Source: an optimization exercise on an open RTL-to-GDS flow (aim: small area). Production flows keep margins and buffers that such runs may drop. In this exercise RTL edits were held to simulation tests only and were not proved equivalent to the original. Power and IR drop assume default switching activity.

<file path="design/flow/design.v">
module ultrasonic_sensor (
    input clk,
    input rst,
    input echo,
    output trigger,
    output [8:0] distance_cm,      
    output distance_ready
);
    localparam [2:0] PM_ST = 3'd0;
    localparam [11:0] PM_R = 12'd2730;
    localparam [8:0] PM_Q = 9'd0;
    localparam [1:0] PM_E = 2'd0;
    localparam [11:0] R0 = 12'd3118;
    reg [2:0] state_s;
    reg [1:0] e_s;
    reg [11:0] r_s;
    reg [8:0] q_s;
    wire [2:0] st = state_s ^ PM_ST;
    wire [1:0] e = e_s ^ PM_E;          
    wire [11:0] r = r_s ^ PM_R;
    wire [8:0] q = q_s ^ PM_Q;
    wire s_0 = (~st[0] & ~st[1] & ~st[2]);
    wire s_1 = (st[1] & st[2]);
    wire s_2 = (st[0] & ~st[1]);
    wire s_3 = (st[0] & st[1]);
    wire s_4 = (~st[0] & st[1] & ~st[2]);
    wire s_0r = (~st[1] & st[2]);
    assign trigger = s_1;
    assign distance_ready = s_0r;
    assign distance_cm = q;
    wire rise = e[0] & ~e[1];
    wire fall = ~e[0] & e[1];
    wire wrap = (r[0] & r[1] & r[2] & ~r[3] & ~r[5] & ~r[6] & ~r[7] & ~r[8] & r[9] & r[10]);    
    wire p500 = (r[0] & r[1] & r[2] & r[3] & r[5] & ~r[7] & ~r[8]);    
    wire tmo = (q[1] & q[3] & ~q[4] & q[5] & q[7] & q[8]) & (r[4] & ~r[6] & r[8] & r[11]);    
    wire clr = s_0 | s_0r | (s_1 & p500) | (s_2 & rise);
    wire qen = wrap & (s_2 | (s_3 & ~fall));
    wire [11:0] r_n = clr ? R0 : {r[10:0], ~(r[11] ^ r[10]) ^ wrap};
    wire [8:0] q_n = clr ? 9'd507 : q + {8'd0, qen};
    wire [2:0] st_n;
    assign st_n[0] = (s_1 & p500) | (s_2 & rise) | (s_2 & ~rise & ~tmo) | (s_3 & ~fall & ~tmo);
    assign st_n[1] = (s_0) | (s_0r) | (s_1 & ~p500) | (s_2 & rise) | (s_3 & fall) | (s_3 & ~fall & ~tmo);
    assign st_n[2] = (s_0) | (s_0r) | (s_1 & ~p500) | (s_4);
    always @(posedge clk) begin
        e_s <= {e[0], echo} ^ PM_E;
        r_s <= r_n ^ PM_R;
        q_s <= q_n ^ PM_Q;
    end
    always @(posedge clk or posedge rst) begin
        if (rst)
            state_s <= 3'd0 ^ PM_ST;
        else
            state_s <= st_n ^ PM_ST;
    end
endmodule
module top_module (
    input clk,
    input rst,
    input echo1, echo2,
    output trigger1, trigger2,
    output tx
);
    wire [8:0] d1, d2;
    wire rdy1, rdy2;
    ultrasonic_sensor sensor_tono (
        .clk(clk), .rst(rst), .echo(echo1), .trigger(trigger1),
        .distance_cm(d1), .distance_ready(rdy1)
    );
    ultrasonic_sensor sensor_volumen (
        .clk(clk), .rst(rst), .echo(echo2), .trigger(trigger2),
        .distance_cm(d2), .distance_ready(rdy2)
    );
    function [5:0] kmap(input [8:0] q);
        kmap = (q[8:3] == 6'b111111) ? 6'd0 : (q > 9'd55) ? 6'd55 : q[5:0];
    endfunction
    function [4:0] ncap(input [5:0] k);
        begin
            ncap[0] = (k == 6'd2) |
                (k == 6'd3) |
                (k == 6'd6) |
                (k == 6'd7) |
                (k == 6'd10) |
                (k == 6'd13) |
                (k == 6'd14) |
                (k == 6'd17) |
                (k == 6'd18) |
                (k == 6'd21) |
                (k == 6'd24) |
                (k == 6'd25) |
                (k == 6'd28) |
                (k == 6'd29) |
                (k == 6'd32) |
                (k == 6'd35) |
                (k == 6'd36) |
                (k == 6'd39) |
                (k == 6'd40) |
                (k == 6'd43) |
                (k == 6'd46) |
                (k == 6'd47) |
                (k == 6'd50) |
                (k == 6'd51) |
                (k == 6'd54);
            ncap[1] = (k == 6'd2) |
                (k == 6'd3) |
                (k == 6'd4) |
                (k == 6'd5) |
                (k == 6'd10) |
                (k == 6'd11) |
                (k == 6'd12) |
                (k == 6'd17) |
                (k == 6'd18) |
                (k == 6'd19) |
                (k == 6'd20) |
                (k == 6'd24) |
                (k == 6'd25) |
                (k == 6'd26) |
                (k == 6'd27) |
                (k == 6'd32) |
                (k == 6'd33) |
                (k == 6'd34) |
                (k == 6'd39) |
                (k == 6'd40) |
                (k == 6'd41) |
                (k == 6'd42) |
                (k == 6'd46) |
                (k == 6'd47) |
                (k == 6'd48) |
                (k == 6'd49) |
                (k == 6'd54) |
                (k == 6'd55);
            ncap[2] = (k == 6'd2) |
                (k == 6'd3) |
                (k == 6'd4) |
                (k == 6'd5) |
                (k == 6'd6) |
                (k == 6'd7) |
                (k == 6'd8) |
                (k == 6'd9) |
                (k == 6'd17) |
                (k == 6'd18) |
                (k == 6'd19) |
                (k == 6'd20) |
                (k == 6'd21) |
                (k == 6'd22) |
                (k == 6'd23) |
                (k == 6'd32) |
                (k == 6'd33) |
                (k == 6'd34) |
                (k == 6'd35) |
                (k == 6'd36) |
                (k == 6'd37) |
                (k == 6'd38) |
                (k == 6'd46) |
                (k == 6'd47) |
                (k == 6'd48) |
                (k == 6'd49) |
                (k == 6'd50) |
                (k == 6'd51) |
                (k == 6'd52) |
                (k == 6'd53);
            ncap[3] = (k == 6'd2) |
                (k == 6'd3) |
                (k == 6'd4) |
                (k == 6'd5) |
                (k == 6'd6) |
                (k == 6'd7) |
                (k == 6'd8) |
                (k == 6'd9) |
                (k == 6'd10) |
                (k == 6'd11) |
                (k == 6'd12) |
                (k == 6'd13) |
                (k == 6'd14) |
                (k == 6'd15) |
                (k == 6'd16) |
                (k == 6'd32) |
                (k == 6'd33) |
                (k == 6'd34) |
                (k == 6'd35) |
                (k == 6'd36) |
                (k == 6'd37) |
                (k == 6'd38) |
                (k == 6'd39) |
                (k == 6'd40) |
                (k == 6'd41) |
                (k == 6'd42) |
                (k == 6'd43) |
                (k == 6'd44) |
                (k == 6'd45);
            ncap[4] = (k == 6'd0) |
                (k == 6'd1) |
                (k == 6'd32) |
                (k == 6'd33) |
                (k == 6'd34) |
                (k == 6'd35) |
                (k == 6'd36) |
                (k == 6'd37) |
                (k == 6'd38) |
                (k == 6'd39) |
                (k == 6'd40) |
                (k == 6'd41) |
                (k == 6'd42) |
                (k == 6'd43) |
                (k == 6'd44) |
                (k == 6'd45) |
                (k == 6'd46) |
                (k == 6'd47) |
                (k == 6'd48) |
                (k == 6'd49) |
                (k == 6'd50) |
                (k == 6'd51) |
                (k == 6'd52) |
                (k == 6'd53) |
                (k == 6'd54) |
                (k == 6'd55);
        end
    endfunction
    function [4:0] noff(input [5:0] k);
        begin
            noff[0] = (k == 6'd2) |
                (k == 6'd3) |
                (k == 6'd6) |
                (k == 6'd7) |
                (k == 6'd10) |
                (k == 6'd13) |
                (k == 6'd14) |
                (k == 6'd17) |
                (k == 6'd18) |
                (k == 6'd21) |
                (k == 6'd24) |
                (k == 6'd25) |
                (k == 6'd28) |
                (k == 6'd29) |
                (k == 6'd32) |
                (k == 6'd35) |
                (k == 6'd36) |
                (k == 6'd39) |
                (k == 6'd40) |
                (k == 6'd43) |
                (k == 6'd46) |
                (k == 6'd47) |
                (k == 6'd50) |
                (k == 6'd51) |
                (k == 6'd54);
            noff[1] = (k == 6'd4) |
                (k == 6'd5) |
                (k == 6'd6) |
                (k == 6'd7) |
                (k == 6'd11) |
                (k == 6'd12) |
                (k == 6'd13) |
                (k == 6'd14) |
                (k == 6'd19) |
                (k == 6'd20) |
                (k == 6'd21) |
                (k == 6'd26) |
                (k == 6'd27) |
                (k == 6'd28) |
                (k == 6'd29) |
                (k == 6'd33) |
                (k == 6'd34) |
                (k == 6'd35) |
                (k == 6'd36) |
                (k == 6'd41) |
                (k == 6'd42) |
                (k == 6'd43) |
                (k == 6'd48) |
                (k == 6'd49) |
                (k == 6'd50) |
                (k == 6'd51) |
                (k == 6'd55);
            noff[2] = (k == 6'd8) |
                (k == 6'd9) |
                (k == 6'd10) |
                (k == 6'd11) |
                (k == 6'd12) |
                (k == 6'd13) |
                (k == 6'd14) |
                (k == 6'd22) |
                (k == 6'd23) |
                (k == 6'd24) |
                (k == 6'd25) |
                (k == 6'd26) |
                (k == 6'd27) |
                (k == 6'd28) |
                (k == 6'd29) |
                (k == 6'd37) |
                (k == 6'd38) |
                (k == 6'd39) |
                (k == 6'd40) |
                (k == 6'd41) |
                (k == 6'd42) |
                (k == 6'd43) |
                (k == 6'd52) |
                (k == 6'd53) |
                (k == 6'd54) |
                (k == 6'd55);
            noff[3] = (k == 6'd15) |
                (k == 6'd16) |
                (k == 6'd17) |
                (k == 6'd18) |
                (k == 6'd19) |
                (k == 6'd20) |
                (k == 6'd21) |
                (k == 6'd22) |
                (k == 6'd23) |
                (k == 6'd24) |
                (k == 6'd25) |
                (k == 6'd26) |
                (k == 6'd27) |
                (k == 6'd28) |
                (k == 6'd29) |
                (k == 6'd44) |
                (k == 6'd45) |
                (k == 6'd46) |
                (k == 6'd47) |
                (k == 6'd48) |
                (k == 6'd49) |
                (k == 6'd50) |
                (k == 6'd51) |
                (k == 6'd52) |
                (k == 6'd53) |
                (k == 6'd54) |
                (k == 6'd55);
            noff[4] = (k == 6'd30) |
                (k == 6'd31) |
                (k == 6'd32) |
                (k == 6'd33) |
                (k == 6'd34) |
                (k == 6'd35) |
                (k == 6'd36) |
                (k == 6'd37) |
                (k == 6'd38) |
                (k == 6'd39) |
                (k == 6'd40) |
                (k == 6'd41) |
                (k == 6'd42) |
                (k == 6'd43) |
                (k == 6'd44) |
                (k == 6'd45) |
                (k == 6'd46) |
                (k == 6'd47) |
                (k == 6'd48) |
                (k == 6'd49) |
                (k == 6'd50) |
                (k == 6'd51) |
                (k == 6'd52) |
                (k == 6'd53) |
                (k == 6'd54) |
                (k == 6'd55);
        end
    endfunction
    function [6:0] vtab(input [5:0] k);
        begin
            vtab[0] = (k == 6'd0) |
                (k == 6'd1) |
                (k == 6'd2) |
                (k == 6'd3) |
                (k == 6'd7) |
                (k == 6'd8) |
                (k == 6'd9) |
                (k == 6'd13) |
                (k == 6'd14) |
                (k == 6'd15) |
                (k == 6'd16) |
                (k == 6'd20) |
                (k == 6'd21) |
                (k == 6'd22) |
                (k == 6'd26) |
                (k == 6'd27) |
                (k == 6'd28) |
                (k == 6'd29) |
                (k == 6'd33) |
                (k == 6'd34) |
                (k == 6'd35) |
                (k == 6'd39) |
                (k == 6'd40) |
                (k == 6'd41) |
                (k == 6'd42) |
                (k == 6'd46) |
                (k == 6'd47) |
                (k == 6'd48) |
                (k == 6'd52) |
                (k == 6'd53) |
                (k == 6'd54);
            vtab[1] = (k == 6'd0) |
                (k == 6'd2) |
                (k == 6'd4) |
                (k == 6'd6) |
                (k == 6'd7) |
                (k == 6'd9) |
                (k == 6'd11) |
                (k == 6'd14) |
                (k == 6'd16) |
                (k == 6'd18) |
                (k == 6'd21) |
                (k == 6'd23) |
                (k == 6'd25) |
                (k == 6'd26) |
                (k == 6'd28) |
                (k == 6'd30) |
                (k == 6'd32) |
                (k == 6'd33) |
                (k == 6'd35) |
                (k == 6'd37) |
                (k == 6'd40) |
                (k == 6'd42) |
                (k == 6'd44) |
                (k == 6'd47) |
                (k == 6'd49) |
                (k == 6'd51) |
                (k == 6'd52) |
                (k == 6'd54);
            vtab[2] = (k == 6'd0) |
                (k == 6'd1) |
                (k == 6'd4) |
                (k == 6'd5) |
                (k == 6'd7) |
                (k == 6'd8) |
                (k == 6'd11) |
                (k == 6'd12) |
                (k == 6'd14) |
                (k == 6'd15) |
                (k == 6'd18) |
                (k == 6'd19) |
                (k == 6'd21) |
                (k == 6'd22) |
                (k == 6'd25) |
                (k == 6'd28) |
                (k == 6'd29) |
                (k == 6'd32) |
                (k == 6'd35) |
                (k == 6'd36) |
                (k == 6'd39) |
                (k == 6'd42) |
                (k == 6'd43) |
                (k == 6'd46) |
                (k == 6'd49) |
                (k == 6'd50) |
                (k == 6'd52) |
                (k == 6'd53);
            vtab[3] = (k == 6'd0) |
                (k == 6'd1) |
                (k == 6'd2) |
                (k == 6'd3) |
                (k == 6'd7) |
                (k == 6'd8) |
                (k == 6'd9) |
                (k == 6'd10) |
                (k == 6'd14) |
                (k == 6'd15) |
                (k == 6'd16) |
                (k == 6'd17) |
                (k == 6'd21) |
                (k == 6'd22) |
                (k == 6'd23) |
                (k == 6'd24) |
                (k == 6'd28) |
                (k == 6'd29) |
                (k == 6'd30) |
                (k == 6'd31) |
                (k == 6'd35) |
                (k == 6'd36) |
                (k == 6'd37) |
                (k == 6'd38) |
                (k == 6'd42) |
                (k == 6'd43) |
                (k == 6'd44) |
                (k == 6'd45) |
                (k == 6'd49) |
                (k == 6'd50) |
                (k == 6'd51);
            vtab[4] = (k == 6'd0) |
                (k == 6'd1) |
                (k == 6'd2) |
                (k == 6'd3) |
                (k == 6'd4) |
                (k == 6'd5) |
                (k == 6'd6) |
                (k == 6'd14) |
                (k == 6'd15) |
                (k == 6'd16) |
                (k == 6'd17) |
                (k == 6'd18) |
                (k == 6'd19) |
                (k == 6'd20) |
                (k == 6'd28) |
                (k == 6'd29) |
                (k == 6'd30) |
                (k == 6'd31) |
                (k == 6'd32) |
                (k == 6'd33) |
                (k == 6'd34) |
                (k == 6'd42) |
                (k == 6'd43) |
                (k == 6'd44) |
                (k == 6'd45) |
                (k == 6'd46) |
                (k == 6'd47) |
                (k == 6'd48);
            vtab[5] = (k == 6'd0) |
                (k == 6'd1) |
                (k == 6'd2) |
                (k == 6'd3) |
                (k == 6'd4) |
                (k == 6'd5) |
                (k == 6'd6) |
                (k == 6'd7) |
                (k == 6'd8) |
                (k == 6'd9) |
                (k == 6'd10) |
                (k == 6'd11) |
                (k == 6'd12) |
                (k == 6'd13) |
                (k == 6'd28) |
                (k == 6'd29) |
                (k == 6'd30) |
                (k == 6'd31) |
                (k == 6'd32) |
                (k == 6'd33) |
                (k == 6'd34) |
                (k == 6'd35) |
                (k == 6'd36) |
                (k == 6'd37) |
                (k == 6'd38) |
                (k == 6'd39) |
                (k == 6'd40) |
                (k == 6'd41);
            vtab[6] = (k == 6'd0) |
                (k == 6'd1) |
                (k == 6'd2) |
                (k == 6'd3) |
                (k == 6'd4) |
                (k == 6'd5) |
                (k == 6'd6) |
                (k == 6'd7) |
                (k == 6'd8) |
                (k == 6'd9) |
                (k == 6'd10) |
                (k == 6'd11) |
                (k == 6'd12) |
                (k == 6'd13) |
                (k == 6'd14) |
                (k == 6'd15) |
                (k == 6'd16) |
                (k == 6'd17) |
                (k == 6'd18) |
                (k == 6'd19) |
                (k == 6'd20) |
                (k == 6'd21) |
                (k == 6'd22) |
                (k == 6'd23) |
                (k == 6'd24) |
                (k == 6'd25) |
                (k == 6'd26) |
                (k == 6'd27);
        end
    endfunction
    function [5:0] vcap(input [5:0] k);
        begin
            vcap[0] = (k == 6'd0) |
                (k == 6'd2) |
                (k == 6'd4) |
                (k == 6'd6) |
                (k == 6'd7) |
                (k == 6'd9) |
                (k == 6'd11) |
                (k == 6'd14) |
                (k == 6'd16) |
                (k == 6'd18) |
                (k == 6'd21) |
                (k == 6'd23) |
                (k == 6'd25) |
                (k == 6'd26) |
                (k == 6'd28) |
                (k == 6'd30) |
                (k == 6'd32) |
                (k == 6'd33) |
                (k == 6'd35) |
                (k == 6'd37) |
                (k == 6'd40) |
                (k == 6'd42) |
                (k == 6'd44) |
                (k == 6'd47) |
                (k == 6'd49) |
                (k == 6'd51) |
                (k == 6'd52) |
                (k == 6'd54);
            vcap[1] = (k == 6'd0) |
                (k == 6'd1) |
                (k == 6'd4) |
                (k == 6'd5) |
                (k == 6'd7) |
                (k == 6'd8) |
                (k == 6'd11) |
                (k == 6'd12) |
                (k == 6'd14) |
                (k == 6'd15) |
                (k == 6'd18) |
                (k == 6'd19) |
                (k == 6'd21) |
                (k == 6'd22) |
                (k == 6'd25) |
                (k == 6'd28) |
                (k == 6'd29) |
                (k == 6'd32) |
                (k == 6'd35) |
                (k == 6'd36) |
                (k == 6'd39) |
                (k == 6'd42) |
                (k == 6'd43) |
                (k == 6'd46) |
                (k == 6'd49) |
                (k == 6'd50) |
                (k == 6'd52) |
                (k == 6'd53);
            vcap[2] = (k == 6'd0) |
                (k == 6'd1) |
                (k == 6'd2) |
                (k == 6'd3) |
                (k == 6'd7) |
                (k == 6'd8) |
                (k == 6'd9) |
                (k == 6'd10) |
                (k == 6'd14) |
                (k == 6'd15) |
                (k == 6'd16) |
                (k == 6'd17) |
                (k == 6'd21) |
                (k == 6'd22) |
                (k == 6'd23) |
                (k == 6'd24) |
                (k == 6'd28) |
                (k == 6'd29) |
                (k == 6'd30) |
                (k == 6'd31) |
                (k == 6'd35) |
                (k == 6'd36) |
                (k == 6'd37) |
                (k == 6'd38) |
                (k == 6'd42) |
                (k == 6'd43) |
                (k == 6'd44) |
                (k == 6'd45) |
                (k == 6'd49) |
                (k == 6'd50) |
                (k == 6'd51);
            vcap[3] = (k == 6'd0) |
                (k == 6'd1) |
                (k == 6'd2) |
                (k == 6'd3) |
                (k == 6'd4) |
                (k == 6'd5) |
                (k == 6'd6) |
                (k == 6'd14) |
                (k == 6'd15) |
                (k == 6'd16) |
                (k == 6'd17) |
                (k == 6'd18) |
                (k == 6'd19) |
                (k == 6'd20) |
                (k == 6'd28) |
                (k == 6'd29) |
                (k == 6'd30) |
                (k == 6'd31) |
                (k == 6'd32) |
                (k == 6'd33) |
                (k == 6'd34) |
                (k == 6'd42) |
                (k == 6'd43) |
                (k == 6'd44) |
                (k == 6'd45) |
                (k == 6'd46) |
                (k == 6'd47) |
                (k == 6'd48);
            vcap[4] = (k == 6'd0) |
                (k == 6'd1) |
                (k == 6'd2) |
                (k == 6'd3) |
                (k == 6'd4) |
                (k == 6'd5) |
                (k == 6'd6) |
                (k == 6'd7) |
                (k == 6'd8) |
                (k == 6'd9) |
                (k == 6'd10) |
                (k == 6'd11) |
                (k == 6'd12) |
                (k == 6'd13) |
                (k == 6'd28) |
                (k == 6'd29) |
                (k == 6'd30) |
                (k == 6'd31) |
                (k == 6'd32) |
                (k == 6'd33) |
                (k == 6'd34) |
                (k == 6'd35) |
                (k == 6'd36) |
                (k == 6'd37) |
                (k == 6'd38) |
                (k == 6'd39) |
                (k == 6'd40) |
                (k == 6'd41);
            vcap[5] = (k == 6'd0) |
                (k == 6'd1) |
                (k == 6'd2) |
                (k == 6'd3) |
                (k == 6'd4) |
                (k == 6'd5) |
                (k == 6'd6) |
                (k == 6'd7) |
                (k == 6'd8) |
                (k == 6'd9) |
                (k == 6'd10) |
                (k == 6'd11) |
                (k == 6'd12) |
                (k == 6'd13) |
                (k == 6'd14) |
                (k == 6'd15) |
                (k == 6'd16) |
                (k == 6'd17) |
                (k == 6'd18) |
                (k == 6'd19) |
                (k == 6'd20) |
                (k == 6'd21) |
                (k == 6'd22) |
                (k == 6'd23) |
                (k == 6'd24) |
                (k == 6'd25) |
                (k == 6'd26) |
                (k == 6'd27);
        end
    endfunction
    function vlsb(input [5:0] e);
        vlsb = (e == 6'd1) |
            (e == 6'd2) |
            (e == 6'd3) |
            (e == 6'd8) |
            (e == 6'd9) |
            (e == 6'd10) |
            (e == 6'd15) |
            (e == 6'd16) |
            (e == 6'd17) |
            (e == 6'd18) |
            (e == 6'd23) |
            (e == 6'd24) |
            (e == 6'd25) |
            (e == 6'd30) |
            (e == 6'd31) |
            (e == 6'd32) |
            (e == 6'd33) |
            (e == 6'd38) |
            (e == 6'd39) |
            (e == 6'd40) |
            (e == 6'd45) |
            (e == 6'd46) |
            (e == 6'd47) |
            (e == 6'd48) |
            (e == 6'd53) |
            (e == 6'd54) |
            (e == 6'd55) |
            (e == 6'd60) |
            (e == 6'd61) |
            (e == 6'd62) |
            (e == 6'd63);
    endfunction
    function [4:0] ncap_a(input [5:0] k);
        reg [11:0] p;
        reg [6:0] n;
        begin
            p = ({6'd0, k} * 12'd30) / 12'd55;
            n = 7'd80 - p[6:0];
            ncap_a = n[4:0];
        end
    endfunction
    function [5:0] vcap_a(input [5:0] k);
        reg [12:0] p;
        begin
            p = ({7'd0, k} * 13'd127) / 13'd110;
            vcap_a = ~p[5:0];
        end
    endfunction
    localparam [2:0] PM_SS = 3'd0;
    localparam [4:0] PM_NO = 5'd0;
    localparam [5:0] PM_VK = 6'd0, PM_VF = 6'd0;
    localparam PM_OW = 1'd0;
    localparam [3:0] PM_BI = 4'd0;
    localparam [10:0] PM_C = 11'd1365;
    reg [2:0] ss_s;
    reg owner_s;
    reg [4:0] note_off_s;       
    reg [5:0] vol_k_s;          
    reg [5:0] vol_fly_s;        
    reg [3:0] bi_s;
    reg [10:0] cnt_s;
    wire [2:0] ss = ss_s ^ PM_SS;
    wire st = ss[2], pn = ss[1], pv = ss[0];
    wire [4:0] note_off = note_off_s ^ PM_NO;
    wire [5:0] vol_k = vol_k_s ^ PM_VK, vol_fly = vol_fly_s ^ PM_VF;
    wire owner = owner_s ^ PM_OW;
    wire [3:0] bi = bi_s ^ PM_BI;
    wire [10:0] cnt = cnt_s ^ PM_C;
    wire free = ~bi[3] & ~bi[2];
    wire note_idle = ~pn & ~(st & owner);
    wire vol_idle = ~pv & ~(st & ~owner);
    wire cap1 = note_idle & rdy1;
    wire cap2 = vol_idle & rdy2;
    wire go = free & (st | pn | pv);
    wire go_note = st ? owner : pn;
    wire tick = (cnt[0] & cnt[3] & cnt[4] & ~cnt[5] & cnt[6] & cnt[7] & ~cnt[8] & ~cnt[9] & cnt[10]);
    reg [2:0] ss_n;
    always @(*) begin
        ss_n = ss;
        if (go) begin
            if (st) begin
                if (owner) begin
                    if (pn) ss_n = {1'b0, 1'b0, pv};      
                    else ss_n = {1'b1, 1'b1, pv};         
                end else begin
                    if (pv) ss_n = {1'b0, pn, 1'b0};      
                    else ss_n = {1'b1, pn, 1'b1};         
                end
            end else if (pn)
                ss_n = {1'b1, 1'b0, pv};                  
            else
                ss_n = {1'b1, 1'b0, 1'b0};                
        end
        if (cap1) ss_n[1] = 1'b1;
        if (cap2) ss_n[0] = 1'b1;
    end
    wire [3:0] bi_n = free ? (go ? 4'd5 : 4'd0) : tick ? bi + 4'd1 : bi;
    wire [10:0] cnt_n = go ? 11'd1241 : {cnt[9:0], ~(cnt[10] ^ cnt[8]) ^ tick};
    always @(posedge clk) begin
        if (cap1)
            note_off_s <= ncap_a(kmap(d1)) ^ PM_NO;
        if (cap2)
            vol_k_s <= vcap_a(kmap(d2)) ^ PM_VK;
        if (free)
            vol_fly_s <= vol_k ^ PM_VF;
        if (go)
            owner_s <= go_note ^ PM_OW;
        cnt_s <= cnt_n ^ PM_C;
    end
    always @(posedge clk or posedge rst) begin
        if (rst) begin
            ss_s <= PM_SS;
            bi_s <= PM_BI;
        end else begin
            ss_s <= ss_n ^ PM_SS;
            bi_s <= bi_n ^ PM_BI;
        end
    end
    wire note_hi = note_off[4] & (note_off[3] | note_off[2] | note_off[1]);
    wire [7:0] note_byte = {1'b0, ~note_hi, note_hi, note_off};
    wire [7:0] vol_byte = {1'b0, vol_fly, vlsb(vol_fly)};
    reg [7:0] cur;
    always @(*) begin
        if (owner)
            cur = ~st ? 8'd100 : pn ? note_byte : 8'h90;
        else
            cur = ~st ? vol_byte : pv ? 8'h07 : 8'hB0;
    end
    assign tx = bi[3] ? cur[bi[2:0]] : ~(bi[2] & bi[1] & bi[0]);
endmodule
</file>
<file path="design/flow/flow/run.sh">
#!/bin/bash
# Own layout flow: the standard synthesis, then its combinational logic re-mapped
# for area (registers untouched), then the standard ORFS steps with a smaller
# clock tree (no dummy loads).
set -euo pipefail
HERE=$(pwd)
LIB=$FLOW_HOME/platforms/sky130hd/lib/sky130_fd_sc_hd__tt_025C_1v80.lib
R=$HERE/orfs/results/sky130hd/top_module/base

bash standard.sh synth > 1_standard_synth.log 2>&1
cp $R/1_2_yosys.v $HERE/1_2_yosys.standard.v

python3 flow/comblib.py $LIB $HERE/comb.lib > comblib.log 2>&1
bash flow/resynth.sh $HERE/1_2_yosys.standard.v $HERE/1_2_yosys.resynth.v $LIB $HERE/comb.lib flow/dontuse.txt > resynth.log 2>&1
rm -f $HERE/comb.lib

cp $HERE/1_2_yosys.resynth.v $R/1_2_yosys.v
rm -f $R/1_synth.odb $R/1_synth.sdc
bash standard.sh synth > 1_synth_odb.log 2>&1

CTS="-sink_clustering_enable -repair_clock_nets -dont_use_dummy_load"
if [[ -f flow/cts_args ]]; then CTS=$(cat flow/cts_args); fi
EXTRA=()
if [[ -f flow/make_args ]]; then mapfile -t EXTRA < flow/make_args; fi
bash standard.sh "CTS_ARGS=$CTS" "${EXTRA[@]}" finish > finish.log 2>&1
</file>
<file path="design/flow/flow/comblib.py">
# writes a liberty holding only the combinational cells of the input liberty
import re, sys
src = open(sys.argv[1]).read()
out = []
i = 0
pat = re.compile(r'\n\s*cell\s*\(\s*"?([\w]+)"?\s*\)\s*\{')
pos = 0
m = pat.search(src, pos)
head = src[:m.start()] if m else src
out.append(head)
while m:
    start = m.start()
    j = m.end(); depth = 1
    while depth:
        c = src[j]
        if c == '{': depth += 1
        elif c == '}': depth -= 1
        j += 1
    body = src[start:j]
    if not re.search(r'\b(ff|latch|statetable|ff_bank|latch_bank)\s*\(', body):
        out.append(body)
    pos = j
    m = pat.search(src, pos)
    if not m:
        out.append(src[pos:])
open(sys.argv[2], 'w').write(''.join(out))
</file>
<file path="design/flow/flow/cts_args">
-sink_clustering_enable -repair_clock_nets -dont_use_dummy_load -buf_list sky130_fd_sc_hd__clkbuf_8 -sink_clustering_size 50 -sink_clustering_max_diameter 100
</file>
<file path="design/flow/flow/dontuse.txt">
sky130_fd_sc_hd__fill_1
sky130_fd_sc_hd__fill_2
sky130_fd_sc_hd__fill_4
sky130_fd_sc_hd__fill_8
sky130_fd_sc_hd__lpflow_bleeder_1
sky130_fd_sc_hd__lpflow_clkbufkapwr_1
sky130_fd_sc_hd__lpflow_clkbufkapwr_16
sky130_fd_sc_hd__lpflow_clkbufkapwr_2
sky130_fd_sc_hd__lpflow_clkbufkapwr_4
sky130_fd_sc_hd__lpflow_clkbufkapwr_8
sky130_fd_sc_hd__lpflow_clkinvkapwr_1
sky130_fd_sc_hd__lpflow_clkinvkapwr_16
sky130_fd_sc_hd__lpflow_clkinvkapwr_2
sky130_fd_sc_hd__lpflow_clkinvkapwr_4
sky130_fd_sc_hd__lpflow_clkinvkapwr_8
sky130_fd_sc_hd__lpflow_decapkapwr_12
sky130_fd_sc_hd__lpflow_decapkapwr_3
sky130_fd_sc_hd__lpflow_decapkapwr_4
sky130_fd_sc_hd__lpflow_decapkapwr_6
sky130_fd_sc_hd__lpflow_decapkapwr_8
sky130_fd_sc_hd__lpflow_inputiso0n_1
sky130_fd_sc_hd__lpflow_inputiso0p_1
sky130_fd_sc_hd__lpflow_inputiso1n_1
sky130_fd_sc_hd__lpflow_inputiso1p_1
sky130_fd_sc_hd__lpflow_inputisolatch_1
sky130_fd_sc_hd__lpflow_isobufsrc_1
sky130_fd_sc_hd__lpflow_isobufsrc_16
sky130_fd_sc_hd__lpflow_isobufsrc_2
sky130_fd_sc_hd__lpflow_isobufsrc_4
sky130_fd_sc_hd__lpflow_isobufsrc_8
sky130_fd_sc_hd__lpflow_isobufsrckapwr_16
sky130_fd_sc_hd__lpflow_lsbuf_lh_hl_isowell_tap_1
sky130_fd_sc_hd__lpflow_lsbuf_lh_hl_isowell_tap_2
sky130_fd_sc_hd__lpflow_lsbuf_lh_hl_isowell_tap_4
sky130_fd_sc_hd__lpflow_lsbuf_lh_isowell_4
sky130_fd_sc_hd__lpflow_lsbuf_lh_isowell_tap_1
sky130_fd_sc_hd__lpflow_lsbuf_lh_isowell_tap_2
sky130_fd_sc_hd__lpflow_lsbuf_lh_isowell_tap_4
sky130_fd_sc_hd__probe_p_8
sky130_fd_sc_hd__probec_p_8
</file>
<file path="design/flow/flow/make_args">
BUFFER_PORTS_ARGS=-buffer_cell sky130_fd_sc_hd__buf_1
</file>
<file path="design/flow/flow/resynth.sh">
#!/bin/bash
# resynth.sh IN.v OUT.v LIB COMBLIB DONTUSE
# Re-maps the combinational logic of a mapped netlist for area; register cells
# are kept as they are (same instances, names and cell types). ABC's &deepsyn
# is run with several seeds in parallel and the smallest result is kept.
set -euo pipefail
IN=$1; OUT=$2; LIB=$3; CLIB=$4
DU=$(sed 's/^/-dont_use /' $5 | tr '\n' ' ')
SEEDS=${RESYNTH_SEEDS:-"0 1 2 3 4 5 6 7"}
JOBS=${RESYNTH_JOBS:-${NUM_CORES:-4}}
T=${RESYNTH_TIME:-90}
for S in $SEEDS; do
  # seeds alternate between two mappers, and between plain and two-input-LUT deepsyn
  if (( S % 2 )); then MAP="amap"; else MAP="map -a"; fi
  if (( (S / 2) % 2 )); then OPT="-t"; else OPT=""; fi
  printf 'strash\n&get -n\n&deepsyn -T %s -S %s %s\n&put\ndch -f\n%s\n' $T $S "$OPT" "$MAP" > resynth_s$S.abc
  yosys -p "
read_liberty -lib $LIB
read_liberty -overwrite -ignore_miss_func $CLIB
read_verilog $IN
hierarchy -check -top top_module
flatten
opt_clean -purge
abc -liberty $LIB $DU -script resynth_s$S.abc
opt_clean -purge
hilomap -singleton -hicell sky130_fd_sc_hd__conb_1 HI -locell sky130_fd_sc_hd__conb_1 LO
splitnets
opt_clean -purge
insbuf -buf sky130_fd_sc_hd__buf_4 A X
rename -enumerate
write_verilog -noattr -nohex -nodec resynth_s$S.v
" > resynth_s$S.log 2>&1 &
  while (( $(jobs -r | wc -l) >= JOBS )); do sleep 1; done
done
wait
BEST=""; BA=""
for S in $SEEDS; do
  [[ -s resynth_s$S.v ]] || continue
  A=$(yosys -p "read_liberty -lib $LIB; read_verilog resynth_s$S.v; hierarchy -check -top top_module; check -assert -mapped; stat -liberty $LIB" 2>&1 | tee resynth_s$S.check.log | grep "Chip area" | awk '{print $NF}')
  grep -q "Found and reported 0 problems" resynth_s$S.check.log || continue
  echo "seed $S area $A"
  if [[ -z "$BA" ]] || awk "BEGIN{exit !($A < $BA)}"; then BA=$A; BEST=$S; fi
done
if [[ -z "$BEST" ]]; then
  echo "no re-mapped netlist passed its check; keeping the standard one"
  cp $IN $OUT
else
  echo "best seed $BEST area $BA"
  cp resynth_s$BEST.v $OUT
fi
</file>
<file path="design/flow/standard.sh">
#!/bin/bash
# synth_recipe.tcl (not shown) runs the flow's synth.tcl, then flattens the netlist and writes it again
# the make line also repeats each setting of config.mk as NAME=value (left out here)
make -C /OpenROAD-flow-scripts/flow DESIGN_CONFIG=/design/flow/config.mk WORK_HOME=/design/flow/orfs CLKGATE_MAP_FILE= SYNTH_SCRIPT=/design/flow/synth_recipe.tcl "${@:-finish}"
</file>
<file path="design/flow/config.mk">
export PLATFORM = sky130hd
export DESIGN_NAME = top_module
export DESIGN_NICKNAME = top_module
export VERILOG_FILES = /design/flow/design.v
export SDC_FILE = /design/flow/constraint.sdc
export NUM_CORES = 4
export LEC_CHECK = 0
export ABC_AREA = 1
export CAP_MARGIN = 20
export CORE_MARGIN = 2
export CORE_UTILIZATION = 40
export SLEW_MARGIN = 20
</file>
<file path="design/flow/constraint.sdc">
create_clock -name core_clock -period 30.0 [get_ports {clk}]
set_input_delay 6.0000 -clock core_clock [delete_from_list [all_inputs] [get_ports {clk}]]
set_output_delay 6.0000 -clock core_clock [all_outputs]
set_load 0.01 [all_outputs]
</file>
==> results of run 1 <==
[state kept, by name, summed over array words and instances, names as in the netlist, 3 cells and up]
signal,count
bi_s,4
cnt_s,11
note_off_s,5
sensor_tono.q_s,9
sensor_tono.r_s,12
sensor_tono.state_s,3
sensor_volumen.q_s,9
sensor_volumen.r_s,12
sensor_volumen.state_s,3
ss_s,3
vol_fly_s,6
vol_k_s,6
[worst max-delay path by stage]
stage / to / slack, ps
floorplan: tx / 22280
global placement: tx / 22050
detailed placement: tx / 21990
CTS: tx / 21600
global route: tx / 21400
finish: tx / 21600
[routing by layer]
layer / wire [µm] / GRT usage / vias up
met5: 0 / 0 / -
met4: 107 / 0.0474 / 0
met3: 308 / 0.0376 / 10
met2: 2900 / 0.221 / 54
met1: 3520 / 0.214 / 1315
li1: - / - / 1491
[metrics by stage]
step	instance area (µm²)	hold WS [ps]	total power, mW
after floorplan	3590	343	0.124
after detailed placement	3770	349	0.124
final	3910	367	0.184
after global routing	3910	379	0.191
after CTS	3900	370	0.186
after global placement	3770	344	0.124
[critical path: stages, from the launching register on]
cell and delay (ps):
dfrtp_1 470, clkinv_1 170, nor2_1 300, clkinv_1 130, nor2_1 160, a311oi_1 70
o22a_1 190, o221a_1 260, a31oi_1 150, buf_1 170
[where the power goes]
group          internal (mW)  total, mW  leakage [nW]  switching (mW)
registers              0.121      0.121         0.780        0.000147
logic               0.000137   0.000662         0.636        0.000525
clock network         0.0269     0.0626        0.0647          0.0357
total                  0.148      0.184          1.48          0.0364
[final cells by class]
cell class,instances,area (µm²)
Multi-Input combinational cell,286,1430
Clock buffer,9,124
Fill cell,836,4820
Tap cell,108,135
Sequential cell,88,2010
Inverter,44,165
Timing Repair Buffer,9,45.0
==> results.txt, run 1 <==
status timing/DRC/antenna clean; Die Ht 98.8 µm; Row Count 34; Setup crit end kind output port; layout net count between 400 and 500; gr ovfl total 0; mean post-synth cell area around 8.6 µm²; Slew HR 0.436; H-tree Lvls 3; Synthesized Nets about 420; cts bufs inserted 9; YS warnings 2; vias in the first global route 2652; Final min period 8400 ps; Min-Delay Path Depth 1; dpl hpwl roughly 5 mm; Post-CTS Hold Buffers 0; n_diodes 0; die width 98.8 µm; Slew Viols, Final 0; skew final around 17 ps; crit path from ss_s[2]; Clock Path Buffers 2; IO Pins 7; Hold Violations, Final 0; fmax between 100 and 150 MHz; Setup CP Type reg -> out; Critical Path AT 2400 ps; final core occ 0.448; Starting Density 0.412; # port buffers 6; clk slew on worst S/H paths ~80 ps; CP Launch Type register; CP required about 24000 ps; min-delay src cnt_s[2]; post-synthesis instance total ~420; final WL just under 7 mm; reg2reg end vol_k_s[0]; Inst Count DP 535; TritonCTS clock tree done; wire length per cell roughly 13 µm; Peak VDD IR 35.0 µV; Worst Reg-to-Reg Cells 22; Final WS setup between 20000 and 25000 ps; Static Leak ~1.5 nW; core area approximately 8700 µm²; Pre-Repair DR Iteration Count 4; drc violations 0; first-pass GRT wire length roughly 12 mm; ANT nets after route 0; clock latency on the worst-skew pair approximately 340 ps; gp weighted congestion between 0.9 and 1; Critical Path Fanout Max 8; Max-Cap Viols 0; Final period util 0.280; largest net degree at the start of global routing 16; Mapped Area approximately 3600 µm²; vias roughly 2900; commonest non-fill, non-tap cell in the layout nor2_1; Pwr Density around 47 nW/µm²; Non-Filler Instances around 540; area grow syn2layout 8.63%; area of the die ~9800 µm²; Fin Setup TNS 0 ps; hold endpoint cnt_s[3]; clk sinks about 90; RSZ-0062 raised after global routing no; layout cells sized above 1 0.0298; 1st-iter DRT viols 142; All-Layer GR Usage 0.149; Post-CTS Setup Inserts 0; Root Buffer clkbuf_8; CTS resizes 0; pre-CTS setup slack 21990 ps; r2r setup slk 25920 ps; highest-count cells in the layout ignoring fill and taps 90 x nor2_1, 57 x dfxtp_1, 44 x clkinv_1; Hold WC Path Type reg -> reg; vias per cell between 5 and 6; transition time of the tightest slew-check pin ~840 ps; initial antenna violation count 0; endpoints failing setup 0; worst r2r src sensor_volumen.q_s[3]
==> inputs of run 2 (changes only) <==
--- a/design/flow/flow/resynth.sh
+++ b/design/flow/flow/resynth.sh
@@ -7,7 +7,8 @@
 IN=$1; OUT=$2; LIB=$3; CLIB=$4
 DU=$(sed 's/^/-dont_use /' $5 | tr '\n' ' ')
 SEEDS=${RESYNTH_SEEDS:-"0 1 2 3 4 5 6 7"}
-JOBS=${RESYNTH_JOBS:-${NUM_CORES:-4}}
+JOBS=${RESYNTH_JOBS:-4}
+RUNNING=0
 T=${RESYNTH_TIME:-90}
 for S in $SEEDS; do
   # seeds alternate between two mappers, and between plain and two-input-LUT deepsyn
@@ -30,7 +31,8 @@
 rename -enumerate
 write_verilog -noattr -nohex -nodec resynth_s$S.v
 " > resynth_s$S.log 2>&1 &
-  while (( $(jobs -r | wc -l) >= JOBS )); do sleep 1; done
+  RUNNING=$((RUNNING + 1))
+  if (( RUNNING >= JOBS )); then wait -n || true; RUNNING=$((RUNNING - 1)); fi
 done
 wait
 BEST=""; BA=""
--- a/design/flow/config.mk
+++ b/design/flow/config.mk
@@ -9,4 +9,5 @@
 export CAP_MARGIN = 20
 export CORE_MARGIN = 2
 export CORE_UTILIZATION = 40
+export GPL_TIMING_DRIVEN = 0
 export SLEW_MARGIN = 20
==> run 2 against run 1 <==
- largest power group unchanged
- cell area is 0.19% higher
- still clean
- fmax up 0.16%
- sequential cell count unchanged
- highest routed layer unchanged
==> results.txt, run 2 <==
status timing/DRC/antenna clean; Die Ht 99.1 µm (+0.31%); met3 usage 0.0471 (+0.00949); pre-CTS setup slack 22030 ps (+37.8 ps); Fillers 883 (+5.6%); Root Buffer clkbuf_8; worst hold margin 364 ps (-3.04 ps); Post-CTS Setup Inserts 0 (unchanged); first-pass GRT wire length 11.9 mm (-0.17%); core area 8760 µm² (+0.49%); YS warnings 2 (unchanged); Most Used Layer, Global Route met2; Setup CP Type reg -> out; CTS resizes 0 (unchanged); met1 usage 0.203 (-0.0118); gp weighted congestion 0.842 (-8.3%); transition time of the tightest slew-check pin 1010 ps (+165 ps); 1st-iter DRT viols 220 (+55%); Setup crit end kind output port; Final WS setup 21610 ps (+13.3 ps); Starting Density 0.413 (+0.000712); layout cells sized above 1 0.0248 (-0.00504); Critical Path Fanout Max 6 (-2); # port buffers 6 (unchanged); layout net count 450 (+1.8%); Mapped Area 3620 µm² (+0.66%); Design Power 0.183 mW (-0.65%); vias 2889 (+0.66%); post-synthesis instance total 429 (+2.6%); die width 99.1 µm (+0.31%); CP required 24000 ps (about the same); gr ovfl total 0 (unchanged); Row Count 34 (unchanged); Fin Setup TNS 0 ps (unchanged); ANT nets after route 0 (unchanged); CP Launch Type register; All-Layer GR Usage 0.149 (about the same); Final min period 8390 ps (-13.3 ps); area grow syn2layout 8.13%; Slew Viols, Final 0 (unchanged); vias in the first global route 2642 (-0.38%); final WL 6.85 mm (+0.23%); global routing usage on met2 0.231 (+0.00988); fmax 119 MHz (+0.16%); endpoints failing setup 0 (unchanged); skew final 28.3 ps (+11.1 ps); Peak VDD IR 28.1 µV (-20%); clk sinks 88 (unchanged); vias per cell 5.23 (-0.80%); TritonCTS clock tree done; wire length per cell 12.4 µm (-1.2%); H-tree Lvls 3 (unchanged); dpl hpwl 5.04 mm (+0.62%); IO Pins 7 (unchanged); cts bufs inserted 9 (unchanged); Pre-Repair DR Iteration Count 4 (unchanged); commonest non-fill, non-tap cell in the layout nor2_1; biggest regs sensor_tono.r_s: 12 flops, sensor_volumen.r_s: 12 flops, cnt_s: 11 flops; Clock Path Buffers 2 (unchanged); post-route cell area 3910 µm² (+0.19%); Slew HR 0.326 (-0.110); largest net degree at the start of global routing 17 (+1); drc violations 0 (unchanged); clock latency on the worst-skew pair 360 ps (+20 ps); RSZ-0062 raised after global routing no; DP Area 3780 µm² (+0.20%); Max-Cap Viols 0 (unchanged); Post-CTS Hold Buffers 0 (unchanged); area of the die 9820 µm² (+0.63%); Synthesized Nets 433 (+2.6%); initial antenna violation count 0 (unchanged); Hold WC Path Type reg -> reg; Hold Violations, Final 0 (unchanged); Final period util 0.280 (-0.000443); Static Leak 1.47 nW (-0.47%); highest-count cells in the layout ignoring fill and taps 101 x nor2_1, 57 x dfxtp_1, 48 x clkinv_1; clk slew on worst S/H paths 90 ps (about the same); n_diodes 0 (unchanged); Critical Path AT 2390 ps (about the same); mean post-synth cell area 8.43 µm² (-1.9%); Pwr Density 46.7 nW/µm² (-0.84%)
-- run 2: worst paths after layout --
check | startpoint | to | slack, ps | cells past startpoint
setup / recovery | ss_s[2] | tx | 21610 | 9
hold / removal | sensor_tono.r_s[9] | sensor_tono.r_s[10] | 360 | 1
setup reg to reg | sensor_volumen.q_s[4] | vol_k_s[0] | 26420 | 15
hold reg to reg | sensor_tono.r_s[9] | sensor_tono.r_s[10] | 360 | 1
max in group asynchronous | rst | sensor_volumen.state_s[2] | 24150 | 2
min in group asynchronous | rst | sensor_tono.state_s[2] | 5560 | 2
-- run 2: cell type report --
class,count,area [µm²],share of cell area
clock buffers,9,124,0.0317
inverters,48,180,0.0461
multi-input cells,293,1440,0.369
flip-flops and latches,88,2010,0.513
repair buffers,6,22.5,0.00576
well taps,108,135,0.0345
-- run 2: critical path, stage by stage (launching register included) --
cell and delay (ps):
dfrtp_1 430, clkinv_1 170, nor2_1 340, clkinv_1 170, nor2_1 150, a311o_1 150, a21oi_1 70, o221a_1 250
a31oi_1 140, buf_1 170
-- run 2: power by group --
group	switching (mW)	leakage [nW]	internal (mW)	total, mW
sequential	0.000158	0.780	0.121	0.121
clock	0.0346	0.0647	0.0269	0.0614
combinational	0.000489	0.629	0.000138	0.000628
total	0.0352	1.47	0.148	0.183
-- run 2: layer usage --
layer | up-vias | routed length, µm
met2 | 51 | 2950
met5 | - | 0
li1 | 1514 | -
met1 | 1316 | 3510
met3 | 8 | 307
met4 | 0 | 88
-- run 2: per-stage QoR --
stage	std cells	util
floorplan	429	-
global placement	543	0.431
detailed placement	543	0.432
CTS	552	0.446
global route	552	0.446
finish	552	0.446
==> inputs of run 3 (changes only) <==
--- a/design/flow/flow/run.sh
+++ b/design/flow/flow/run.sh
@@ -11,7 +11,7 @@
 cp $R/1_2_yosys.v $HERE/1_2_yosys.standard.v
 
 python3 flow/comblib.py $LIB $HERE/comb.lib > comblib.log 2>&1
-bash flow/resynth.sh $HERE/1_2_yosys.standard.v $HERE/1_2_yosys.resynth.v $LIB $HERE/comb.lib flow/dontuse.txt > resynth.log 2>&1
+RESYNTH_SEEDS="0 1 2 3 4 5 6 7 8 9 10 11 12 13 14 15" RESYNTH_TIME=120 bash flow/resynth.sh $HERE/1_2_yosys.standard.v $HERE/1_2_yosys.resynth.v $LIB $HERE/comb.lib flow/dontuse.txt > resynth.log 2>&1
 rm -f $HERE/comb.lib
 
 cp $HERE/1_2_yosys.resynth.v $R/1_2_yosys.v
==> run 3 against run 2 <==
- non-clock buffer count unchanged
- core utilization decreased by 0.069 points
- register-to-register slack got worse by 550 ps
- via count decreased by 1.8%
- largest cell class unchanged
- highest routed layer unchanged
==> results.txt, run 3 <==
Setup CP Type reg -> out; ANT nets after route 0 (unchanged); Final period util 0.283 (+0.00390); first-pass GRT wire length 11.9 mm (unchanged); n_diodes 0 (unchanged); Post-CTS Setup Inserts 0 (unchanged); Fin Setup TNS 0 ps (unchanged); Setup crit end kind output port; Pre-Repair DR Iteration Count 4 (unchanged); vias 2838 (-1.8%); Buf/Inv on CP 3 (unchanged); commonest non-fill, non-tap cell in the layout nor2_1; TritonCTS clock tree done; Clock Path Buffers 2 (unchanged); CP required 24000 ps (about the same); Hold Violations, Final 0 (unchanged); biggest regs sensor_tono.r_s: 12 flops, sensor_volumen.r_s: 12 flops, cnt_s: 11 flops; 1st-iter DRT viols 122 (-45%); highest-count cells in the layout ignoring fill and taps 90 x nor2_1, 57 x dfxtp_1, 44 x clkinv_1; Synthesized Nets 422 (-2.5%); final WL 6.80 mm (-0.76%); gp weighted congestion 0.875 (+3.8%); Die Ht 98.8 µm (-0.31%); final core occ 0.446 (-0.000691); IO Pins 7 (unchanged); fmax 118 MHz (-1.4%); transition time of the tightest slew-check pin 1010 ps (+4.49 ps); largest net degree at the start of global routing 17 (unchanged); clk slew on worst S/H paths 70 ps (-20 ps); Starting Density 0.412 (-0.000712); clock latency on the worst-skew pair 350 ps (about the same); area grow syn2layout 8.14% (about the same); core area 8720 µm² (-0.49%); CP peak stage delay 480 ps (+50 ps); mean post-synth cell area 8.60 µm² (+2.0%); All-Layer GR Usage 0.149 (-0.000200); Slew Viols, Final 0 (unchanged); vias in the first global route 2687 (+1.7%); Final min period 8500 ps (+117 ps); wire length per cell 12.6 µm (+1.3%); Slew HR 0.319 (-0.00674); Max-Cap Viols 0 (unchanged); RSZ-0062 raised after global routing no; CP Depth 9 (unchanged); Worst Reg-to-Reg Cells 24 (+9); Min-Delay Path Depth 1 (unchanged); H-tree Lvls 3 (unchanged); dpl hpwl 4.99 mm (-1.0%); multi-input combinational cell area 1430 µm² (-0.69%); vias per cell 5.25 (+0.23%); Fillers 885 (+0.23%); Post-CTS Hold Buffers 0 (unchanged); layout net count 439 (-2.4%); Pwr Density 47.4 nW/µm² (+1.4%); # port buffers 6 (unchanged); area of the die 9760 µm² (-0.62%); status timing/DRC/antenna clean; skew final 35.5 ps (+7.16 ps); Critical Path Fanout Max 8 (+2); Static Leak 1.47 nW (-0.47%); layout cells sized above 1 0.0254 (+0.000629); Critical Path AT 2500 ps (+110 ps); YS warnings 2 (unchanged); Register Area 2010 µm² (unchanged); cts bufs inserted 9 (unchanged); die width 98.8 µm (-0.31%); CTS resizes 0 (unchanged); cell breakdown of the critical path clkinv_1 > nor2_1 > clkinv_1 > nor2_1 > a311oi_1 > o22a_1 > o221a_1 > a31oi_1 > buf_1; clk sinks 88 (unchanged); gr ovfl total 0 (unchanged); Peak VDD IR 26.9 µV (-4.5%); endpoints failing setup 0 (unchanged); initial antenna violation count 0 (unchanged); drc violations 0 (unchanged); Row Count 34 (unchanged); Hold WC Path Type reg -> reg; Crit path max-delay family compound AO/OA/AOI/OAI gates; Mapped Area 3590 µm² (-0.66%); post-synthesis instance total 418 (-2.6%); CP Launch Type register; Slowest cell on crit path dfrtp_1; Root Buffer clkbuf_8
[run 3: cell type report]
type,instances,area share
inverter,44,0.0425
tap,108,0.0348
timing repair buffer,6,0.00579
sequential,88,0.516
multi-input combinational,286,0.369
clock buffer,9,0.0319
[run 3: metrics by stage]
stage / hold slack, ps / std cells / area (µm²) / setup slack [ps] / power, mW
after floorplan: 343 / 418 / 3590 / 22280 / 0.124
after global routing: 383 / 541 / 3890 / 21260 / 0.191
final: 360 / 541 / 3890 / 21500 / 0.184
after detailed placement: 355 / 532 / 3760 / 21910 / 0.124
after global placement: 351 / 532 / 3750 / 21950 / 0.124
after CTS: 368 / 541 / 3890 / 21500 / 0.187
[run 3: final timing paths]
check / startpoint / to / slack, ps
worst min-delay path: cnt_s[2] / cnt_s[3] / 360
min in group asynchronous: rst / sensor_tono.state_s[0] / 5580
worst max-delay path: ss_s[2] / tx / 21500
worst max register to register: sensor_volumen.q_s[4] / vol_k_s[0] / 25870
worst min register to register: cnt_s[2] / cnt_s[3] / 360
max in group asynchronous: rst / bi_s[1] / 24100
[run 3: power breakdown]
part,internal (mW),switching (mW),total (mW)
Combinational,0.000137,0.000522,0.000660
Clock,0.0269,0.0359,0.0628
Sequential,0.121,0.000144,0.121
Total,0.148,0.0366,0.184
[run 3: worst register-to-register path: stages, from the launching register on]
cell	delay (ps)
dfxtp_1	440
clkinv_1	210
nor2_1	200
o21ai_0	160
o311a_1	180
nor2_1	100
a21oi_1	40
or2_0	250
o211ai_1	160
o21ai_0	130
o21ai_0	250
o22ai_1	120
a21oi_1	140
o21ai_0	150
a31oi_1	230
a21oi_1	100
nor2_1	170
clkinv_1	130
o22ai_1	170
nand2_1	70
o21ai_0	110
o21a_1	150
o21ai_0	90
nor2_1	100
a21oi_1	40
[run 3: per-layer routing]
layer,part of all wire,vias to the layer above,global-route usage
met2,0.43,56,0.233
met5,0,-,0
met4,0.015,0,0.0516
met3,0.053,10,0.0348
met1,0.50,1289,0.203
li1,-,1483,-
==> inputs of run 4 (changes only) <==
--- a/design/flow/flow/run.sh
+++ b/design/flow/flow/run.sh
@@ -11,7 +11,7 @@
 cp $R/1_2_yosys.v $HERE/1_2_yosys.standard.v
 
 python3 flow/comblib.py $LIB $HERE/comb.lib > comblib.log 2>&1
-RESYNTH_SEEDS="0 1 2 3 4 5 6 7 8 9 10 11 12 13 14 15" RESYNTH_TIME=120 bash flow/resynth.sh $HERE/1_2_yosys.standard.v $HERE/1_2_yosys.resynth.v $LIB $HERE/comb.lib flow/dontuse.txt > resynth.log 2>&1
+RESYNTH_SEEDS="$(seq -s " " 0 31)" RESYNTH_TIME=120 bash flow/resynth.sh $HERE/1_2_yosys.standard.v $HERE/1_2_yosys.resynth.v $LIB $HERE/comb.lib flow/dontuse.txt > resynth.log 2>&1
 rm -f $HERE/comb.lib
 
 cp $HERE/1_2_yosys.resynth.v $R/1_2_yosys.v
==> run 4 against run 3 <==
- critical path type unchanged
- sequential power is essentially flat
- sequential share of layout area is the same
- clock skew is the same
- global-route usage is the same
- still clean on timing, DRC and antenna
- worst hold slack is the same
- core utilization is the same
==> results.txt, run 4 <==
# port buffers 6 (unchanged); Switching Share 0.199 (unchanged); IO Pins 7 (unchanged); vias 2838 (unchanged); Fin Setup TNS 0 ps (unchanged); clock latency on the worst-skew pair 350 ps (about the same); YS warnings 2 (unchanged); Hold Violations, Final 0 (unchanged); gr ovfl total 0 (unchanged); clk slew on worst S/H paths 70 ps (about the same); core area 8720 µm² (unchanged); internal power 0.148 mW (unchanged); vias in the first global route 2687 (unchanged); Synthesized Nets 422 (unchanged); CTS resizes 0 (unchanged); Clock power frac 0.341 (about the same); Setup crit end kind output port; Psw 0.0366 mW (unchanged); highest-count cells in the layout ignoring fill and taps 90 x nor2_1, 57 x dfxtp_1, 44 x clkinv_1; CP Launch Type register; Critical Path AT 2500 ps (about the same); Post-CTS Setup Inserts 0 (unchanged); ANT nets after route 0 (unchanged); skew final 35.5 ps (unchanged); Peak VDD IR 26.9 µV (unchanged); Fillers 885 (unchanged); Final period util 0.283 (unchanged); die width 98.8 µm (unchanged); gp weighted congestion 0.875 (unchanged); Root Buffer clkbuf_8; Pwr Density 47.4 nW/µm² (unchanged); Pre-Repair DR Iteration Count 4 (unchanged); Final min period 8500 ps (unchanged); layout cells sized above 1 0.0254 (unchanged); commonest non-fill, non-tap cell in the layout nor2_1; Critical Path Fanout Max 8 (unchanged); Row Count 34 (unchanged); vias per cell 5.25 (unchanged); final WL 6.80 mm (unchanged); DP Area 3760 µm² (unchanged); CP required 24000 ps (about the same); fmax 118 MHz (unchanged); Clock Path Buffers 2 (unchanged); dpl hpwl 4.99 mm (unchanged); sequential share of power 0.656 (about the same); transition time of the tightest slew-check pin 1010 ps (unchanged); area grow syn2layout 8.14% (unchanged); initial antenna violation count 0 (unchanged); Comb power frac 0.004 (about the same); Mapped Area 3590 µm² (unchanged); area of the die 9760 µm² (unchanged); All-Layer GR Usage 0.149 (unchanged); Static Leak 1.47 nW (unchanged); layout net count 439 (unchanged); H-tree Lvls 3 (unchanged); Slew Viols, Final 0 (unchanged); pre-CTS setup slack 21910 ps (unchanged); clk sinks 88 (unchanged); n_diodes 0 (unchanged); 1st-iter DRT viols 122 (unchanged); mean post-synth cell area 8.60 µm² (unchanged); endpoints failing setup 0 (unchanged); status timing/DRC/antenna clean; Hold WC Path Type reg -> reg; RSZ-0062 raised after global routing no; Starting Density 0.412 (unchanged); first-pass GRT wire length 11.9 mm (unchanged); Die Ht 98.8 µm (unchanged); post-route cell area 3890 µm² (unchanged); cts bufs inserted 9 (unchanged); drc violations 0 (unchanged); Setup CP Type reg -> out; TritonCTS clock tree done; Post-CTS Hold Buffers 0 (unchanged); Final WS setup 21500 ps (unchanged); Max-Cap Viols 0 (unchanged); wire length per cell 12.6 µm (unchanged); largest net degree at the start of global routing 17 (unchanged); post-synthesis instance total 418 (unchanged); Slew HR 0.319 (unchanged); worst hold margin 360 ps (unchanged); biggest regs sensor_tono.r_s: 12 flops, sensor_volumen.r_s: 12 flops, cnt_s: 11 flops
[run 4: power by group through the flow]
stage	combinational [mW]	clock [mW]	sequential, mW
after floorplan	0.000391	0	0.123
after global placement	0.000677	0	0.123
after detailed placement	0.000704	0	0.123
after CTS	0.000708	0.0658	0.121
after global routing	0.000816	0.0695	0.121
final	0.000660	0.0628	0.121
[run 4: final timing paths]
kind | slack (ps) | from | depth (start not counted) | end
min reg2reg | 360 | cnt_s[2] | 1 | cnt_s[3]
min in group asynchronous | 5580 | rst | 2 | sensor_tono.state_s[0]
min | 360 | cnt_s[2] | 1 | cnt_s[3]
max in group asynchronous | 24100 | rst | 2 | bi_s[1]
max reg2reg | 25870 | sensor_volumen.q_s[4] | 24 | vol_k_s[0]
max | 21500 | ss_s[2] | 9 | tx
[run 4: area by class of cell]
class	instances	area, µm²	share of cell area
Multi-Input combinational cell	286	1430	0.369
Inverter	44	165	0.0425
Sequential cell	88	2010	0.516
Clock buffer	9	124	0.0319
Tap cell	108	135	0.0348
Timing Repair Buffer	6	22.5	0.00579
[run 4: layer usage]
layer  track usage  part of all wire  up-vias
met4        0.0516             0.015        0
met5             0                 0        -
met3        0.0348             0.053       10
li1              -                 -     1483
met1         0.203              0.50     1289
met2         0.233              0.43       56
[run 4: through the flow]
stage	util	std cells	total power, mW
floorplan	-	418	0.124
global placement	0.430	532	0.124
detailed placement	0.432	532	0.124
CTS	0.446	541	0.187
global route	0.446	541	0.191
finish	0.446	541	0.184
[run 4: worst max-delay path: stages (launching register included)]
cell and delay [ps]:
dfrtp_1 480, clkinv_1 200, nor2_1 330, clkinv_1 140, nor2_1 190, a311oi_1 80
o22a_1 180, o221a_1 260, a31oi_1 150, buf_1 170

## static timing again, ports no longer ideal
The results above use ideal ports. As a check the final layouts listed here were re-extracted and re-timed, cells and wires unchanged. Step 1: set_driving_cell puts a clkbuf_16 on clk and a buf_2 on each other input, an assumption about the parent block. Step 2 also shifts input and output timing later by t, the mid clock arrival at the registers, as if the neighbouring blocks saw the same clock. Three values: ideal, step 1, step 2; two values: the first two.
run | t (ns) | setup WS [ns] | worst slew at a driven data input, ns | pins driven straight from the clock port
run 1 | 0.363 | 21.601 / 21.570 / 21.934 | 0.03 | 1
run 2 | 0.375 | 21.614 / 21.581 / 21.956 | 0.03 | 1
run 3 | 0.364 | 21.497 / 21.469 / 21.833 | 0.03 | 1
run 4 | 0.364 | 21.497 / 21.469 / 21.833 | 0.03 | 1
After both steps every run listed still meets setup and hold.
